This is an optimization exercise on Yosys and OpenROAD, whose aim is small area, not a production implementation.
Only simulation tests tie the RTL to the original design; equivalence was not proved.
Power figures rest on the tool's default switching activity, not on a simulated workload.

## design/flow/config.mk

```make
export PLATFORM = sky130hd
export DESIGN_NAME = mac_row
export DESIGN_NICKNAME = mac_row
export VERILOG_FILES = /design/flow/design.v
export SDC_FILE = /design/flow/constraint.sdc
export NUM_CORES = 4
export LEC_CHECK = 0
export CAP_MARGIN = 20
export CORE_MARGIN = 2
export CORE_UTILIZATION = 40
export SLEW_MARGIN = 20
```

## design/flow/constraint.sdc

```tcl
create_clock -name core_clock -period 8.0 [get_ports {clk}]
set_input_delay 1.6000 -clock core_clock [delete_from_list [all_inputs] [get_ports {clk}]]
set_output_delay 1.6000 -clock core_clock [all_outputs]
set_load 0.01 [all_outputs]
```

## design/flow/design.v

```verilog
module mac_tile_wrapper (
    clk,
    reset,
    execute,
    a_select,
    in_activation_flat,
    in_weight_flat,
    a_index_flat,
    w_index_flat,
    out_psum,
    w_index_out
);
    parameter bw = 4;
    parameter psum_bw = 16;
    parameter depth = 4;
    input clk;
    input reset;
    input execute;
    input a_select;
    input [2*bw-1:0] in_activation_flat;    
    input [depth*bw-1:0] in_weight_flat;    
    input [2*2-1:0] a_index_flat;            
    input [depth*2-1:0] w_index_flat;        
    output reg [psum_bw-1:0] out_psum;
    output [1:0] w_index_out;
    reg [bw-1:0] in_activation [0:1];
    reg [bw-1:0] in_weight [0:depth-1];
    reg [1:0] a_index [0:1];
    reg [1:0] w_index [0:depth-1];
    reg [bw-1:0] act_select, act_select_q;
    reg [1:0] act_select_index, act_select_index_q;
    reg [bw-1:0] select_w, select_w_q;
    reg [1:0] select_w_index, select_w_index_q;
    reg [1:0] out_w_index;
    wire [psum_bw-1:0] product;
    integer i;
    always @(*) begin
        for (i = 0; i < 2; i = i + 1) begin
            in_activation[i] = in_activation_flat[bw*i +: bw];
            a_index[i] = a_index_flat[2*i +: 2];
        end
        for (i = 0; i < depth; i = i + 1) begin
            in_weight[i] = in_weight_flat[bw*i +: bw];
            w_index[i] = w_index_flat[2*i +: 2];
        end
    end
    always @(*) begin
        if (a_select) begin
            act_select = in_activation[1];
            act_select_index = a_index[1];
        end else begin
            act_select = in_activation[0];
            act_select_index = a_index[0];
        end
        select_w = in_weight[act_select_index];
        select_w_index = w_index[act_select_index];
    end
    assign product = act_select_q * select_w_q;
    assign w_index_out = out_w_index;
    always @(posedge clk) begin
        if (reset) begin
            out_psum <= 0;
            out_w_index <= 0;
            act_select_q <= 0;
            act_select_index_q <= 0;
            select_w_q <= 0;
            select_w_index_q <= 0;
        end else begin
            act_select_q <= act_select;
            act_select_index_q <= act_select_index;
            select_w_q <= select_w;
            select_w_index_q <= select_w_index;
            if (execute) begin
                out_psum <= product;
                out_w_index <= select_w_index_q;
            end
        end
    end
endmodule
module mac_row (
    clk, reset, execute, load, a_select,
    nzero_weights_flat, w_indexes_flat,
    in_activation_flat, in_psum_flat, act_index_flat,
    final_psum_flat, load_out
);
    parameter nz = 8;
    parameter bw = 4;
    parameter psum_bw = 20;
    parameter ncol = 2;
    parameter col = 4;
    input clk, reset, execute, load, a_select;
    input [nz*bw-1:0] nzero_weights_flat;    
    input [nz*2-1:0] w_indexes_flat;         
    input [2*bw-1:0] in_activation_flat;     
    input [col*psum_bw-1:0] in_psum_flat;    
    input [2*2-1:0] act_index_flat;          
    output [col*psum_bw-1:0] final_psum_flat;
    output load_out;
    reg [psum_bw-1:0] int_psum [0:col-1];
    reg [psum_bw-1:0] final_psum [0:col-1];
    reg [psum_bw-1:0] temp_psum [0:col-1];
    wire [psum_bw-1:0] in_psum [0:col-1];
    wire [psum_bw-1:0] out_psum_wire [0:ncol-1];
    wire [1:0]         w_index_out_wire [0:ncol-1];
    reg load_q, execute_q;
    assign load_out = load_q;
    integer i;
    generate
        genvar idx;
        for (idx = 0; idx < col; idx = idx + 1) begin : UNPACK_PSUM
            assign in_psum[idx] = in_psum_flat[psum_bw*idx +: psum_bw];
            assign final_psum_flat[psum_bw*idx +: psum_bw] = final_psum[idx];
        end
    endgenerate
    always @(*) begin
        for (i = 0; i < col; i = i + 1)
            temp_psum[i] = int_psum[i];
        for (i = 0; i < ncol; i = i + 1)
            temp_psum[w_index_out_wire[i]] = temp_psum[w_index_out_wire[i]] + out_psum_wire[i];
    end       
  always @(*) begin
    for (i = 0; i < col; i = i + 1)
        final_psum[i] = int_psum[i];
    end
    always @(posedge clk) begin
        execute_q <= execute;
        load_q <= load;
        if (reset) begin
            for (i = 0; i < col; i = i + 1) begin
                int_psum[i] <= 0;
            end
        end else if (execute_q) begin
            if (load_q) begin
                for (i = 0; i < col; i = i + 1)
                    int_psum[i] <= in_psum[i];
            end else begin
                for (i = 0; i < col; i = i + 1)
                    int_psum[i] <= temp_psum[i];
            end
        end
    end                 
    generate
        genvar tile;
        for (tile = 0; tile < ncol; tile = tile + 1) begin : col_num
            localparam integer slice_start = tile * col;
            wire [bw*col-1:0] in_weight_slice;
            wire [2*col-1:0]  w_index_slice;
            assign in_weight_slice = nzero_weights_flat[(slice_start*bw) +: (col*bw)];
            assign w_index_slice   = w_indexes_flat[(slice_start*2) +: (col*2)];
            mac_tile_wrapper #(
                .bw(bw),
                .psum_bw(psum_bw),
                .depth(col)
            ) mac_tile_instance (
                .clk(clk),
                .reset(reset),
                .execute(execute_q),
                .a_select(a_select),
                .in_activation_flat(in_activation_flat),
                .in_weight_flat(in_weight_slice),
                .a_index_flat(act_index_flat),
                .w_index_flat(w_index_slice),
                .out_psum(out_psum_wire[tile]),         
                .w_index_out(w_index_out_wire[tile])    
            );
        end
    endgenerate
endmodule
```

## design/flow/run.sh

```bash
#!/bin/bash
# synth_recipe.tcl (not shown) runs the flow's synth.tcl, then flattens the netlist and writes it again
# the make line also repeats each setting of config.mk as NAME=value (left out here)
make -C /OpenROAD-flow-scripts/flow DESIGN_CONFIG=/design/flow/config.mk WORK_HOME=/design/flow/orfs CLKGATE_MAP_FILE= SYNTH_SCRIPT=/design/flow/synth_recipe.tcl finish
```

==> out/results.txt <==
result of the run: finished clean
count of synthesis-stage warnings from yosys: 12
data arrival time at the worst-slack endpoint: 6.18 ns
setup clock skew after layout: 0.0137 ns
total clock buffers created by CTS: 17
post-DR wirelength/cell: 20.9 microns
insertion delay to the later sink of the worst-skew pair: 0.43 ns
non-filler instance count after layout: 1754
post-cts hold buffer count: 0
Yosys reg bits: 118
Layout Utilization: 53.4%
total number of vias: 10200
final hold vios: 0
slowest cell delay on critical path: 0.68 ns
clock buffer depth: 2
Critical Setup Path Class: reg -> reg
most common cell type on the critical path: sky130_fd_sc_hd__nor2_1
first-pass GRT wire length: 57400 microns
Hold Path Class: reg -> reg
Post-Syn Area: 9960 sq um
Placement Rows: 57
worst hold slack across all endpoints: 0.468 ns
worst-case vdd ir drop: 0.127 mV
most common cell in the netlist: sky130_fd_sc_hd__nor2_1
Clock Sinks: 118
Mean Syn Cell Area: 7.98 sq um
GRT Residual Overflow: 0
Final Setup Violations: 0
Max Fanout on Critical Path: 19
synthesized net count: 1444
final WL: 36700 microns
crit-path cells: buf_4 > mux4_2 > ha_1 > inv_1 > fa_1 > xor2_1 > o21ai_0 > mux4_2 > ha_1 > a21oi_1 > nor2_1 > nor2_1 > o21bai_1 > a21o_1 > a31oi_1 > nor2_1 > xnor2_1 > nor2_1 > o311a_1 > nor3_1
die width: 162 microns
fraction of final layout cells with drive strength greater than 1: 8.04%
# diodes: 0
H-tree depth: 4
total negative setup slack: 0 ns
CP endpoint kind: flop
Commonest cells post-synth: sky130_fd_sc_hd__nor2_1, sky130_fd_sc_hd__dfxtp_1, sky130_fd_sc_hd__nand2_1, sky130_fd_sc_hd__clkbuf_1, sky130_fd_sc_hd__o21ai_0
effective utilization at floorplan: 40.8%
dpl cells: 1722
pre-CTS WS: 2.27 ns
Worst Setup Slack, final: 2.16 ns
routed vias/inst: 5.83
clock-pin slew on the worst setup and hold paths: 0.06 ns
synthesized instance count: 1248
count of different cell masters after synthesis: 76
via count of the first global-routing pass: 9945
reported max-cap violation count: 0
critical path startpoint category: flop
I/O pin count: 226
post-route DRC violation count: 0
top_reg_cell synth: sky130_fd_sc_hd__dfxtp_1
height of the chip: 162 microns
total routing usage reported by global routing: 28.0%
final estimated routing congestion in global placement: 0.966
share of the cycle needed by the critical path after routing: 73.1%
fraction of the yosys area taken by sequential cells: 23.7%
setup repair after global routing missed its margin: false
required arrival time at the worst endpoint: 8.33 ns
Max Transition Viols Final: 0
HPWL after detailed placement: 27100 microns
Antenna Violating Nets Remaining: 0
Async SR Flop Fraction: 0%
Post-synth EDFFs: 0
power per cell area: 162 nW/um^2
largest cells by area after synthesis: sky130_fd_sc_hd__dfxtp_1, sky130_fd_sc_hd__mux4_2, sky130_fd_sc_hd__nor2_1, sky130_fd_sc_hd__ha_1, sky130_fd_sc_hd__mux2i_1
number of gates resized after CTS: 0
Total Nets Final: 1613
DIE AREA: 26200 sq um
count of buffers inserted at the top-level ports: 225
LEAKAGE: 0.00493 uW
number of antenna violations at the first check in global routing: 0
TritonCTS clock tree: yes
core area: 24400 sq um
area leader, netlist: sky130_fd_sc_hd__dfxtp_1
Final min period: 5.84 ns
largest net degree at the start of global routing: 81
Setup Buffers After CTS: 0
Relative slew margins: 25.8%
share of Yosys cell area claimed by the top area cell type: 23.7%
total iterations of the first detailed-routing run: 5
area growth from synthesis to final layout: 30.7%
DR iter-0 viols: 956
cell with the largest stage delay on the worst path: sky130_fd_sc_hd__dfxtp_2
slew at the pin closest to its max-slew limit: 1.11 ns
FMAX: 0.171 GHz
Root Driver: sky130_fd_sc_hd__clkbuf_16
==> sequential cells by signal, summed over array words and instances (netlist names) <==
register,count
col_num.mac_tile_instance.select_w_q,8
execute_q,1
load_q,1
col_num.mac_tile_instance.out_psum,16
col_num.mac_tile_instance.act_select_q,4
col_num.mac_tile_instance.out_w_index,4
int_psum,80
col_num.mac_tile_instance.select_w_index_q,4
==> cells by family after synthesis <==
family	count (synthesis)	share of synthesized area, %
multiplexers	84	12.9
flip-flops	118	23.7
AO/OA/AOI/OAI	347	23.6
XOR/XNOR	68	5.98
adder cells (fa/ha/maj)	51	7.16
AND/OR/NAND/NOR	461	21.9
buffers and inverters	119	4.76
==> worst max-delay path, delay by kind of cell, from the launching register on <==
kind	cells	cell delay, ns
mux	2	0.75
fa+ha+maj	3	0.96
xor+xnor	2	0.83
simple gates	5	0.61
compound gates	6	1.48
buf+inv	2	0.43
flops	1	0.68
==> power breakdown <==
| part | switching [uW] | internal (uW) | total, uW |
|---|---|---|---|
| Combinational | 313 | 292 | 605 |
| Sequential | 69.6 | 630 | 699 |
| Clock | 315 | 494 | 809 |
==> through the flow <==
stage          instance area (sq um)  power [uW]
2_1_floorplan                   9960        1050
3_3_place_gp                   12400        1300
3_5_place_dp                   12400        1310
4_1_cts                        13000        2120
5_1_grt                        13000        2210
6_report                       13000        2110
==> final timing paths <==
path / startpoint / cells past startpoint / slack [ns] / end
worst min-delay path: col_num[1].mac_tile_instance.select_w_index_q[1]$_SDFF_PP0_ / 2 / 0.47 / col_num[1].mac_tile_instance.out_w_index[1]$_SDFFE_PP0P_
worst max-delay path: col_num[0].mac_tile_instance.out_w_index[1]$_SDFFE_PP0P_ / 20 / 2.16 / int_psum[3][10]$_SDFFE_PP0P_
worst max register to register: col_num[0].mac_tile_instance.out_w_index[1]$_SDFFE_PP0P_ / 20 / 2.16 / int_psum[3][10]$_SDFFE_PP0P_
worst min register to register: col_num[1].mac_tile_instance.select_w_index_q[1]$_SDFF_PP0_ / 2 / 0.47 / col_num[1].mac_tile_instance.out_w_index[1]$_SDFFE_PP0P_
==> routing by layer <==
layer	part of all wire [%]	vias to the layer above	global-route usage, %
met2	44	475	44.1
met5	0	-	0
met4	3.0	0	9.49
li1	-	4873	-
met1	45	4804	38.8
met3	7.9	70	4.88
==> cells in the final DEF (no fill, tap or decap), drive strengths merged, types with 14 or more instances in the layout <==
cell type,synthesis,layout
clkdlybuf4s50,0,224
nor2,189,189
dfxtp,118,118
nand2,113,113
o21ai,80,80
a21oi,68,68
mux2i,48,48
xnor2,41,41
ha,41,41
a211oi,39,39
o211ai,36,36
mux4,35,35
nor2b,34,34
and2,30,30
xor2,27,27
buf,26,25
nor3,25,25
inv,19,23
o22ai,18,18
clkbuf,73,18
o21a,17,17
nand3,16,16
a21o,15,15
nand2b,14,14
==> area by class of cell <==
| cell class | instances | area [sq um] |
|---|---|---|
| Timing Repair Buffer | 249 | 2430 |
| Inverter | 20 | 75.1 |
| Clock inverter | 14 | 176 |
| Fill cell | 2297 | 11400 |
| Tap cell | 324 | 405 |
| Clock buffer | 18 | 429 |
| Sequential cell | 118 | 2370 |
| Multi-Input combinational cell | 1011 | 7130 |

## what the ideal ports hide
Ports are ideal in the flow. The routed layout listed here was re-timed in OpenROAD.
Step 1 sets driving cells, clkbuf_16 on the clock port and buf_2 on the other inputs (assumed; they add their load-dependent delay and slew).
Step 2 times the ports against the registers' clock, not the clock port: input delays grow and output delays shrink by t, the midpoint of the rising clock arrivals with the driver on.
a / b / c = no drivers / after step 1 / after step 2; a / b = the first two.
t (ns): 0.469
setup WS [ns]: 2.156 / 2.156 / 2.156
hold WS [ns]: 0.468 / 0.468 / 0.468
worst setup path after step 2: register to register
After both steps setup and hold are still met in this run. For this run, drivers alone change the setup slack by 0.000 ns; drivers and shift together by 0.000 ns.
